This is an optimization exercise on Yosys and OpenROAD, whose aim is small area, not a production implementation.
In this exercise RTL edits were held to simulation tests only and were not proved equivalent to the original.
No driver is modelled on the clock port, so clock power and skew are understated where the tree is cut down; a real chip needs a root buffer or a tree.
Power and IR drop assume default switching activity.

## lcd_top
module lcd_top (clk, rs, rw, en, dat, led, rst);
 input clk;
 output [7:0] dat;
 output rs, rw, en;
 output led;
 input rst;
 localparam [6:0] OFF = 7'd120;    
 localparam [6:0] IDLE = OFF - 7'd1;  
 localparam [6:0] LAST = OFF + 7'd71;
 reg [3:0] s;       
 reg [6:0] p;       
 reg [2:0] c;       
 reg [19:0] B;      
 reg [3:0] D;       
 wire tick = (s == 4'd15);
 wire [3:0] d0 = B[3:0], d1 = B[7:4], d2 = B[11:8], d3 = B[15:12], d4 = B[19:16];
 function [3:0] inc10; input [3:0] x;
  inc10 = {(x[2] & x[1] & x[0]) | (x[3] & ~x[0]), x[2] ^ (x[1] & x[0]), (x[1] ^ x[0]) & ~x[3], ~x[0]};
 endfunction
 wire n0 = d0[3] & d0[0];    
 wire z1 = (d1 == 4'd0), z2 = (d2 == 4'd0), z3 = (d3 == 4'd0);
 wire t3 = (c == 3'd3);
 wire t5 = (c == 3'd5);
 wire t6 = (c == 3'd6);
 wire t7 = (c == 3'd7);
 reg [3:0] dnext;
 always @* begin
  case (p)
   OFF+7'd3: dnext = d4;
   OFF+7'd4: dnext = d3;
   OFF+7'd5: dnext = d2;
   OFF+7'd7: dnext = d1;
   default: dnext = d0;
  endcase
 end
 always @(posedge clk) begin
  if (!rst) begin
   s <= 4'd8; p <= IDLE; c <= 0; B <= 20'h99998;
  end else begin
   {p, s} <= {p, s} + 11'd1 | {1'b0, {3{tick & (p == LAST)}}, 7'b0};
   c <= (c == 3'd7) ? 3'd1 : c + 3'd1;
   if (t3) B[3:0] <= inc10(d0);
   if (t3 & d0[3] & ~d0[0]) B[7:4] <= inc10(d1);
   if (t5 & n0 & z1) B[11:8] <= inc10(d2);
   if (t6 & n0 & z1 & z2) B[15:12] <= inc10(d3);
   if (t7 & n0 & z1 & z2 & z3) B[19:16] <= inc10(d4);
  end
 end
 always @(posedge clk)
  if (tick) D <= dnext;
 localparam [575:0] FTAB = 576'h015FADD75B3482E7699059EDF6CB4DCACB56BF2624153A6C82553098CAA4159A9516AD4590481112090592CB74B7596DB65B958EDD49904824090A450EA941ABD429F54A9C826130;
 wire [8:0] f = FTAB[p[5:0]*9 +: 9];
 reg [8:0] g;
 always @* begin
  case (p[3:0])
   4'd8: g = 9'h030; 4'd9: g = 9'h00C; 4'd10: g = 9'h006; 4'd11: g = 9'h030;
   4'd12, 4'd13, 4'd14: g = {5'b1_0011, D};
   4'd15: g = 9'h12E;
   default: g = 9'h000;
  endcase
 end
 wire dig01 = ~p[6] & (p[5:1] == 5'd0);
 wire [8:0] o = p[6] ? g : {f[8:4], dig01 ? D : f[3:0]};
 assign rs = o[8];
 assign dat = o[7:0];
 assign en = ~s[3];
 assign rw = 1'b0;
 assign led = !rst;
endmodule
export LEC_CHECK = 0
export CAP_MARGIN = 20
export CORE_AREA = 2.3 2.72 57.96 59.84
export DIE_AREA = 0 0 60.26 62.56
export PLACE_DENSITY = 0.75
export SLEW_MARGIN = 20
create_clock -name core_clock -period 10.0 [get_ports {clk}]
standard.sh (not shown) runs the stock make flow with config.mk's settings and CLKGATE_MAP_FILE= SYNTH_SCRIPT=/design/flow/synth_recipe.tcl, a recipe that flattens the netlist after the stock synthesis.
==> flow/flow/run.sh <==
#!/bin/bash
# Own layout flow: the standard synthesis, then the combinational logic of
# that netlist re-mapped by ABC for area (registers kept as they are, same
# names and cells), then the standard layout from floorplan to finish.
set -euo pipefail
W=$PWD
F=$W/flow
R=$W/orfs/results/$FLOW_PLATFORM/lcd_top/base
DS_T=${DS_T:-240}
LIB=$FLOW_HOME/platforms/$FLOW_PLATFORM/lib/sky130_fd_sc_hd__tt_025C_1v80.lib

# 1. standard synthesis
bash standard.sh synth > $W/log_synth_std.txt 2>&1
cp $R/1_2_yosys.v $W/netlist_std.v

# 2. area re-mapping of the combinational logic
DU=$(sed -n '/DONT_USE_CELLS += /,/^$/p' $FLOW_HOME/platforms/$FLOW_PLATFORM/config.mk \
     | grep -o 'sky130_fd_sc_hd__[a-z0-9_]*' | sed 's/^/-dont_use /' | tr '\n' ' ')
FFS=$(grep -o 'sky130_fd_sc_hd__[a-z0-9_]*' $W/netlist_std.v | sort -u | grep -E '__(e?dfxtp|dfrtp|dfstp|dfbbp|edfxbp|dfxbp|sdf)' | tr '\n' ' ' || true)
# several ABC runs (seeds and mappers) in parallel; the smallest netlist is kept
run_reopt() {  # $1 = tag, $2 = abc script
  sed -e "s|@LIB@|$LIB|g" -e "s|@DU@|$DU|g" -e "s|@FFS@|$FFS|g" -e "s|@IN@|$W/netlist_std.v|g" \
      -e "s|@OUT@|$W/netlist_reopt_$1.v|g" -e "s|@ABC@|$2|g" -e "s|@STAT@|$W/reopt_stat_$1.txt|g" \
      $F/reopt.ys > $W/reopt_$1.ys
  yosys -s $W/reopt_$1.ys > $W/log_reopt_$1.txt 2>&1 || true
}
# seeds of ABC's deepsyn; each run is deterministic for its seed and time
SEEDS="9 2 1 3"
for v in $SEEDS; do
  sed 's/@S@/'$v'/; s/@T@/'$DS_T'/' $F/area_nf.abc > $W/area_$v.abc
  run_reopt $v $W/area_$v.abc &
done
wait
best=""; bestA=1e18
for v in $SEEDS; do
  [[ -s $W/reopt_stat_$v.txt && -s $W/netlist_reopt_$v.v ]] || continue
  A=$(grep 'Chip area' $W/reopt_stat_$v.txt | awk '{print $NF}')
  if awk -v a=$A -v b=$bestA 'BEGIN{exit !(a<b)}'; then best=$v; bestA=$A; fi
done
echo "best reopt: $best $bestA" > $W/reopt_choice.txt
if [[ -n "$best" ]]; then cp $W/netlist_reopt_$best.v $W/netlist_reopt.v; else cp $W/netlist_std.v $W/netlist_reopt.v; fi
cp $W/netlist_reopt.v $R/1_2_yosys.v
rm -f $R/1_synth.odb $R/1_synth.sdc

# 3. standard layout from the re-mapped netlist
CTS="-sink_clustering_enable -repair_clock_nets -sink_clustering_size 8 -buf_list sky130_fd_sc_hd__clkbuf_4 -dont_use_dummy_load"
ARGS=("BUFFER_PORTS_ARGS=-buffer_cell sky130_fd_sc_hd__buf_1" "CTS_ARGS=$CTS")
bash standard.sh "${ARGS[@]}" cts > $W/log_layout_to_cts.txt 2>&1
CTS_DB=$R/4_cts.odb CLK_PORT=clk openroad -no_init -exit $F/noroot.tcl > $W/log_noroot.txt 2>&1 || true
bash standard.sh "${ARGS[@]}" finish > $W/log_layout.txt 2>&1
Other scripts of this flow, unchanged in this note and not shown: flow/flow/area_nf.abc, flow/flow/noroot.tcl, flow/flow/reopt.ys
Then changed:
--- a/flow/flow/run.sh
+++ b/flow/flow/run.sh
@@ -26,5 +26,5 @@
 }
 # seeds of ABC's deepsyn; each run is deterministic for its seed and time
-SEEDS="9 2 1 3"
+SEEDS="2 1 4 5"
 for v in $SEEDS; do
   sed 's/@S@/'$v'/; s/@T@/'$DS_T'/' $F/area_nf.abc > $W/area_$v.abc
What happened:
- The new run finished with timing, DRC and antenna clean
- via count falls by about 1.3%
- global-route usage falls by 0.86 points
- hold slack degrades by 0.021 ns


lcd_top, a different RTL version from the one above (not shown whole).
Size: roughly 270 cells after synthesis, roughly 14 I/O pins.
export LEC_CHECK = 0
export CAP_MARGIN = 20
export CORE_AREA = 2.3 2.72 57.96 59.84
export DIE_AREA = 0 0 60.26 62.56
export PLACE_DENSITY = 0.75
export SLEW_MARGIN = 20
create_clock -name core_clock -period 10.0 [get_ports {clk}]
==> flow/flow/run.sh <==
#!/bin/bash
# Own layout flow: the standard synthesis, then the combinational logic of
# that netlist re-mapped by ABC for area (registers kept as they are, same
# names and cells), then the standard layout from floorplan to finish.
set -euo pipefail
W=$PWD
F=$W/flow
R=$W/orfs/results/$FLOW_PLATFORM/lcd_top/base
DS_T=${DS_T:-240}
LIB=$FLOW_HOME/platforms/$FLOW_PLATFORM/lib/sky130_fd_sc_hd__tt_025C_1v80.lib

# 1. standard synthesis
bash standard.sh synth > $W/log_synth_std.txt 2>&1
cp $R/1_2_yosys.v $W/netlist_std.v

# 2. area re-mapping of the combinational logic
DU=$(sed -n '/DONT_USE_CELLS += /,/^$/p' $FLOW_HOME/platforms/$FLOW_PLATFORM/config.mk \
     | grep -o 'sky130_fd_sc_hd__[a-z0-9_]*' | sed 's/^/-dont_use /' | tr '\n' ' ')
FFS=$(grep -o 'sky130_fd_sc_hd__[a-z0-9_]*' $W/netlist_std.v | sort -u | grep -E '__(e?dfxtp|dfrtp|dfstp|dfbbp|edfxbp|dfxbp|sdf)' | tr '\n' ' ' || true)
# several ABC runs (seeds and mappers) in parallel; the smallest netlist is kept
run_reopt() {  # $1 = tag, $2 = abc script
  sed -e "s|@LIB@|$LIB|g" -e "s|@DU@|$DU|g" -e "s|@FFS@|$FFS|g" -e "s|@IN@|$W/netlist_std.v|g" \
      -e "s|@OUT@|$W/netlist_reopt_$1.v|g" -e "s|@ABC@|$2|g" -e "s|@STAT@|$W/reopt_stat_$1.txt|g" \
      $F/reopt.ys > $W/reopt_$1.ys
  yosys -s $W/reopt_$1.ys > $W/log_reopt_$1.txt 2>&1 || true
}
for v in a b c d; do
  case $v in
    a) sed 's/@S@/0/; s/@T@/'$DS_T'/' $F/area_nf.abc > $W/area_$v.abc ;;
    b) sed 's/@S@/1/; s/@T@/'$DS_T'/' $F/area_nf.abc > $W/area_$v.abc ;;
    c) sed 's/@S@/2/; s/@T@/'$DS_T'/' $F/area_nf.abc > $W/area_$v.abc ;;
    d) sed 's/@S@/0/; s/@T@/'$DS_T'/' $F/area_map.abc > $W/area_$v.abc ;;
  esac
  run_reopt $v $W/area_$v.abc &
done
wait
best=""; bestA=1e18
for v in a b c d; do
  [[ -s $W/reopt_stat_$v.txt && -s $W/netlist_reopt_$v.v ]] || continue
  A=$(grep 'Chip area' $W/reopt_stat_$v.txt | awk '{print $NF}')
  if awk -v a=$A -v b=$bestA 'BEGIN{exit !(a<b)}'; then best=$v; bestA=$A; fi
done
echo "best reopt: $best $bestA" > $W/reopt_choice.txt
if [[ -n "$best" ]]; then cp $W/netlist_reopt_$best.v $W/netlist_reopt.v; else cp $W/netlist_std.v $W/netlist_reopt.v; fi
cp $W/netlist_reopt.v $R/1_2_yosys.v
rm -f $R/1_synth.odb $R/1_synth.sdc

# 3. standard layout from the re-mapped netlist
CTS="-sink_clustering_enable -repair_clock_nets -sink_clustering_size 8 -buf_list sky130_fd_sc_hd__clkbuf_4 -dont_use_dummy_load"
bash standard.sh "BUFFER_PORTS_ARGS=-buffer_cell sky130_fd_sc_hd__buf_1" "CTS_ARGS=$CTS" finish > $W/log_layout.txt 2>&1
==> flow/flow/area_map.abc <==
strash
&get -n
&deepsyn -T @T@ -S @S@
&put
dch
map -a
topo
Other scripts of this flow, unchanged in this note and not shown: flow/flow/area_nf.abc, flow/flow/reopt.ys
==> next run, changes <==
--- a/flow/flow/run.sh
+++ b/flow/flow/run.sh
@@ -26,9 +26,6 @@
 }
-for v in a b c d; do
-  case $v in
-    a) sed 's/@S@/0/; s/@T@/'$DS_T'/' $F/area_nf.abc > $W/area_$v.abc ;;
-    b) sed 's/@S@/1/; s/@T@/'$DS_T'/' $F/area_nf.abc > $W/area_$v.abc ;;
-    c) sed 's/@S@/2/; s/@T@/'$DS_T'/' $F/area_nf.abc > $W/area_$v.abc ;;
-    d) sed 's/@S@/0/; s/@T@/'$DS_T'/' $F/area_map.abc > $W/area_$v.abc ;;
-  esac
+# seeds of ABC's deepsyn; each run is deterministic for its seed and time
+SEEDS="9 2 5 10"
+for v in $SEEDS; do
+  sed 's/@S@/'$v'/; s/@T@/'$DS_T'/' $F/area_nf.abc > $W/area_$v.abc
   run_reopt $v $W/area_$v.abc &
@@ -37,3 +34,3 @@
 best=""; bestA=1e18
-for v in a b c d; do
+for v in $SEEDS; do
   [[ -s $W/reopt_stat_$v.txt && -s $W/netlist_reopt_$v.v ]] || continue
@@ -49,2 +46,5 @@
 CTS="-sink_clustering_enable -repair_clock_nets -sink_clustering_size 8 -buf_list sky130_fd_sc_hd__clkbuf_4 -dont_use_dummy_load"
-bash standard.sh "BUFFER_PORTS_ARGS=-buffer_cell sky130_fd_sc_hd__buf_1" "CTS_ARGS=$CTS" finish > $W/log_layout.txt 2>&1
+ARGS=("BUFFER_PORTS_ARGS=-buffer_cell sky130_fd_sc_hd__buf_1" "CTS_ARGS=$CTS")
+bash standard.sh "${ARGS[@]}" cts > $W/log_layout_to_cts.txt 2>&1
+CTS_DB=$R/4_cts.odb CLK_PORT=clk openroad -no_init -exit $F/noroot.tcl > $W/log_noroot.txt 2>&1 || true
+bash standard.sh "${ARGS[@]}" finish > $W/log_layout.txt 2>&1
==> flow/flow/noroot.tcl (new file) <==
read_db $::env(CTS_DB)
set block [ord::get_db_block]
set clk [$block findNet $::env(CLK_PORT)]
set loads {}
foreach it [$clk getITerms] { lappend loads $it }
set done 0
if {[llength $loads] == 1} {
  set root [[lindex $loads 0] getInst]
  set master [[$root getMaster] getName]
  set out ""
  foreach it [$root getITerms] {
    if {[$it isOutputSignal]} { set out [$it getNet] }
  }
  if {[string match "sky130_fd_sc_hd__clkbuf_*" $master] && $out ne "" && $out ne "NULL"} {
    set sinks {}
    foreach it [$out getITerms] { if {[$it getInst] ne $root} { lappend sinks $it } }
    set allbuf 1
    foreach it $sinks { if {![string match "sky130_fd_sc_hd__clkbuf_*" [[[$it getInst] getMaster] getName]]} { set allbuf 0 } }
    if {[llength $sinks] <= 4 && $allbuf && [llength [$out getBTerms]] == 0} {
      foreach it $sinks { $it disconnect; $it connect $clk }
      odb::dbInst_destroy $root
      odb::dbNet_destroy $out
      set done 1
    }
  }
}
puts "noroot: removed root buffer: $done"
write_db $::env(CTS_DB)
removed: flow/flow/area_map.abc
Final cell count came out higher by about 0.6%.
Power came out lower by 4.9%.
Global-route usage came out lower by 0.55 points.


lane 1:
lcd_top again, from the RTL that the note above started with.
// lcd_top
module lcd_top (clk, rs, rw, en, dat, led, rst);
 input clk;
 output [7:0] dat;
 output rs, rw, en;
 output led;
 input rst;
 localparam [6:0] OFF = 7'd120;    
 localparam [6:0] IDLE = OFF - 7'd1;  
 localparam [6:0] LAST = OFF + 7'd71;
 reg [3:0] s;       
 reg [6:0] p;       
 reg [2:0] c;       
 reg [19:0] B;      
 reg [3:0] D;       
 wire tick = (s == 4'd7);
 wire idle = p[6] & ~p[3];    
 wire [3:0] d0 = B[3:0], d1 = B[7:4], d2 = B[11:8], d3 = B[15:12], d4 = B[19:16];
 function [3:0] inc10; input [3:0] x; inc10 = (x[3] & x[0]) ? 4'd0 : x + 4'd1; endfunction
 function [3:0] dec10; input [3:0] x; dec10 = (x == 4'd0) ? 4'd9 : x - 4'd1; endfunction
 wire z0 = (d0 == 4'd0), z1 = (d1 == 4'd0), z2 = (d2 == 4'd0), z3 = (d3 == 4'd0);
 wire t3 = (c == 3'd3) & ~idle;
 wire t5 = (c == 3'd5) & ~idle;
 wire t6 = (c == 3'd6) & ~idle;
 wire t7 = (c == 3'd7) & ~idle;
 reg [3:0] dnext;
 always @* begin
  case (p)
   OFF+7'd3: dnext = d4;
   OFF+7'd4: dnext = d3;
   OFF+7'd5: dnext = d2;
   OFF+7'd7: dnext = d1;
   default: dnext = dec10(d0);
  endcase
 end
 always @(posedge clk) begin
  if (!rst) begin
   s <= 0; p <= IDLE; c <= 0; B <= 0;
  end else begin
   s <= s + 4'd1;
   if (tick) p <= (p == LAST) ? OFF : p + 7'd1;
   c <= (c == 3'd7) ? 3'd1 : c + 3'd1;
   if (t3) B[3:0] <= inc10(d0);
   if (t3 & d0[3] & d0[0]) B[7:4] <= inc10(d1);
   if (t5 & z0 & z1) B[11:8] <= inc10(d2);
   if (t6 & z0 & z1 & z2) B[15:12] <= inc10(d3);
   if (t7 & z0 & z1 & z2 & z3) B[19:16] <= inc10(d4);
  end
 end
 always @(posedge clk)
  if (tick) D <= dnext;
 reg [8:0] o;
 always @* begin
  case (p)
   OFF+7'd0: o = 9'h030;
   OFF+7'd1: o = 9'h00C;
   OFF+7'd2: o = 9'h006;
   OFF+7'd3: o = 9'h030;
   OFF+7'd7: o = 9'h12E;
   OFF+7'd10: o = 9'h120;
   OFF+7'd11: o = 9'h153;
   OFF+7'd12: o = 9'h154;
   OFF+7'd13: o = 9'h14F;
   OFF+7'd14: o = 9'h150;
   OFF+7'd15: o = 9'h157;
   OFF+7'd16: o = 9'h141;
   OFF+7'd17: o = 9'h154;
   OFF+7'd18: o = 9'h143;
   OFF+7'd19: o = 9'h148;
   OFF+7'd20: o = 9'h090;
   OFF+7'd21: o = 9'h120;
   OFF+7'd22: o = 9'h120;
   OFF+7'd23: o = 9'h120;
   OFF+7'd24: o = 9'h149;
   OFF+7'd25: o = 9'h16E;
   OFF+7'd26: o = 9'h163;
   OFF+7'd27: o = 9'h172;
   OFF+7'd28: o = 9'h165;
   OFF+7'd29: o = 9'h16D;
   OFF+7'd30: o = 9'h165;
   OFF+7'd31: o = 9'h16E;
   OFF+7'd32: o = 9'h174;
   OFF+7'd33: o = 9'h165;
   OFF+7'd34: o = 9'h164;
  ...
==> flow/config.mk <==
export PLATFORM = sky130hd
export DESIGN_NAME = lcd_top
export DESIGN_NICKNAME = lcd_top
export VERILOG_FILES = /design/flow/design.v
export SDC_FILE = /design/flow/constraint.sdc
export NUM_CORES = 4
export LEC_CHECK = 0
export CAP_MARGIN = 20
export CORE_AREA = 2.3 2.72 57.96 59.84
export DIE_AREA = 0 0 60.26 62.56
export PLACE_DENSITY = 0.75
export SLEW_MARGIN = 20
==> flow/constraint.sdc <==
create_clock -name core_clock -period 10.0 [get_ports {clk}]
set_input_delay 2.0000 -clock core_clock [delete_from_list [all_inputs] [get_ports {clk}]]
set_output_delay 2.0000 -clock core_clock [all_outputs]
set_load 0.01 [all_outputs]
==> flow/flow/run.sh <==
#!/bin/bash
# Own layout flow: the standard synthesis, then the combinational logic of
# that netlist re-mapped by ABC for area (registers kept as they are, same
# names and cells), then the standard layout from floorplan to finish.
set -euo pipefail
W=$PWD
F=$W/flow
R=$W/orfs/results/$FLOW_PLATFORM/lcd_top/base
DS_T=${DS_T:-20}
LIB=$FLOW_HOME/platforms/$FLOW_PLATFORM/lib/sky130_fd_sc_hd__tt_025C_1v80.lib

# 1. standard synthesis
bash standard.sh synth > $W/log_synth_std.txt 2>&1
cp $R/1_2_yosys.v $W/netlist_std.v

# 2. area re-mapping of the combinational logic
DU=$(sed -n '/DONT_USE_CELLS += /,/^$/p' $FLOW_HOME/platforms/$FLOW_PLATFORM/config.mk \
     | grep -o 'sky130_fd_sc_hd__[a-z0-9_]*' | sed 's/^/-dont_use /' | tr '\n' ' ')
FFS=$(grep -o 'sky130_fd_sc_hd__[a-z0-9_]*' $W/netlist_std.v | sort -u | grep -E '__(e?dfxtp|dfrtp|dfstp|dfbbp|edfxbp|dfxbp|sdf)' | tr '\n' ' ' || true)
# several ABC runs (seeds and mappers) in parallel; the smallest netlist is kept
run_reopt() {  # $1 = tag, $2 = abc script
  sed -e "s|@LIB@|$LIB|g" -e "s|@DU@|$DU|g" -e "s|@FFS@|$FFS|g" -e "s|@IN@|$W/netlist_std.v|g" \
      -e "s|@OUT@|$W/netlist_reopt_$1.v|g" -e "s|@ABC@|$2|g" -e "s|@STAT@|$W/reopt_stat_$1.txt|g" \
      $F/reopt.ys > $W/reopt_$1.ys
  yosys -s $W/reopt_$1.ys > $W/log_reopt_$1.txt 2>&1 || true
}
# seeds of ABC's deepsyn; each run is deterministic for its seed and time
SEEDS="9 2 5 10"
for v in $SEEDS; do
  sed 's/@S@/'$v'/; s/@T@/'$DS_T'/' $F/area_nf.abc > $W/area_$v.abc
  run_reopt $v $W/area_$v.abc &
done
wait
best=""; bestA=1e18
for v in $SEEDS; do
  [[ -s $W/reopt_stat_$v.txt && -s $W/netlist_reopt_$v.v ]] || continue
  A=$(grep 'Chip area' $W/reopt_stat_$v.txt | awk '{print $NF}')
  if awk -v a=$A -v b=$bestA 'BEGIN{exit !(a<b)}'; then best=$v; bestA=$A; fi
done
echo "best reopt: $best $bestA" > $W/reopt_choice.txt
if [[ -n "$best" ]]; then cp $W/netlist_reopt_$best.v $W/netlist_reopt.v; else cp $W/netlist_std.v $W/netlist_reopt.v; fi
cp $W/netlist_reopt.v $R/1_2_yosys.v
rm -f $R/1_synth.odb $R/1_synth.sdc

# 3. standard layout from the re-mapped netlist
CTS="-sink_clustering_enable -repair_clock_nets -sink_clustering_size 8 -buf_list sky130_fd_sc_hd__clkbuf_4 -dont_use_dummy_load"
ARGS=("BUFFER_PORTS_ARGS=-buffer_cell sky130_fd_sc_hd__buf_1" "CTS_ARGS=$CTS")
bash standard.sh "${ARGS[@]}" cts > $W/log_layout_to_cts.txt 2>&1
CTS_DB=$R/4_cts.odb CLK_PORT=clk openroad -no_init -exit $F/noroot.tcl > $W/log_noroot.txt 2>&1 || true
bash standard.sh "${ARGS[@]}" finish > $W/log_layout.txt 2>&1
==> flow/flow/noroot.tcl <==
read_db $::env(CTS_DB)
set block [ord::get_db_block]
set clk [$block findNet $::env(CLK_PORT)]
set loads {}
foreach it [$clk getITerms] { lappend loads $it }
set done 0
if {[llength $loads] == 1} {
  set root [[lindex $loads 0] getInst]
  set master [[$root getMaster] getName]
  set out ""
  foreach it [$root getITerms] {
    if {[$it isOutputSignal]} { set out [$it getNet] }
  }
  if {[string match "sky130_fd_sc_hd__clkbuf_*" $master] && $out ne "" && $out ne "NULL"} {
    set sinks {}
    foreach it [$out getITerms] { if {[$it getInst] ne $root} { lappend sinks $it } }
    set allbuf 1
    foreach it $sinks { if {![string match "sky130_fd_sc_hd__clkbuf_*" [[[$it getInst] getMaster] getName]]} { set allbuf 0 } }
    if {[llength $sinks] <= 4 && $allbuf && [llength [$out getBTerms]] == 0} {
      foreach it $sinks { $it disconnect; $it connect $clk }
      odb::dbInst_destroy $root
      odb::dbNet_destroy $out
      set done 1
    }
  }
}
puts "noroot: removed root buffer: $done"
write_db $::env(CTS_DB)
Other scripts of this flow, unchanged in this note and not shown: flow/flow/area_nf.abc, flow/flow/reopt.ys
Lane 1: no failed stages, no open violations at the end
diff inputs: lane 1 => lane 2
-- flow/flow/run.sh --
<<< lane 1, line 9
DS_T=${DS_T:-20}
>>> lane 2, line 9
DS_T=${DS_T:-240}
<<< lane 1, line 47
ARGS=("BUFFER_PORTS_ARGS=-buffer_cell sky130_fd_sc_hd__buf_1" "CTS_ARGS=$CTS")
bash standard.sh "${ARGS[@]}" cts > $W/log_layout_to_cts.txt 2>&1
CTS_DB=$R/4_cts.odb CLK_PORT=clk openroad -no_init -exit $F/noroot.tcl > $W/log_noroot.txt 2>&1 || true
bash standard.sh "${ARGS[@]}" finish > $W/log_layout.txt 2>&1
>>> lane 2, line 47
bash standard.sh "BUFFER_PORTS_ARGS=-buffer_cell sky130_fd_sc_hd__buf_1" "CTS_ARGS=$CTS" finish > $W/log_layout.txt 2>&1
removed: flow/flow/noroot.tcl
Notes after the runs:
Comparing data arrival at the endpoint of the critical path for lane 2 and lane 1, the bigger number came from lane 1. Compared with lane 1, maximum VDD drop in lane 2 decreased slightly. Lane 2: met1 track demand over resource 1.8 points below lane 1. The worst setup path category comes out reg2out in one run and in2out in the other, namely in lane 2 and lane 1 respectively.

==> separate check: timing with driven ports <==
The flow's constraints put no driver on any port. The routed layouts listed below were extracted and timed again, unchanged, in two steps.
Step 1 (the two cells are an assumption about what drives the block):
set clk [get_ports {clk}]
set_driving_cell -lib_cell sky130_fd_sc_hd__clkbuf_16 $clk
set_driving_cell -lib_cell sky130_fd_sc_hd__buf_2 [delete_from_list [all_inputs] $clk]
Step 2, shift: input delay + t, output delay - t, t = (earliest + latest rising clock arrival at the registers) / 2. This alone moves slack from input paths to output paths.
Three values: ideal ports, drivers, drivers and shift; two values: the first two.
run | t (ns) | slack for setup (ns) | worst setup path at the end | worst slew at a driven data input, ns
the first run of note 1 | 0.198 | 4.642 / 4.616 / 4.616 | input to output | 0.03
the second run of note 1 | 0.203 | 4.433 / 4.386 / 4.574 | input to output | 0.03
the first run of note 2 | 0.359 | 3.995 / 3.970 / 4.330 | register to output | 0.03
the second run of note 2 | 0.203 | 4.725 / 4.682 / 4.712 | input to output | 0.03
lane 1 | 0.199 | 4.476 / 4.451 / 4.451 | input to output | 0.03
lane 2 | 0.360 | 4.536 / 4.510 / 4.728 | input to output | 0.03
After both steps setup and hold are still met in every run listed. The setup slack of the first run of note 1, which loses most, moves by -0.026 ns with the drivers and by -0.026 ns with both steps.
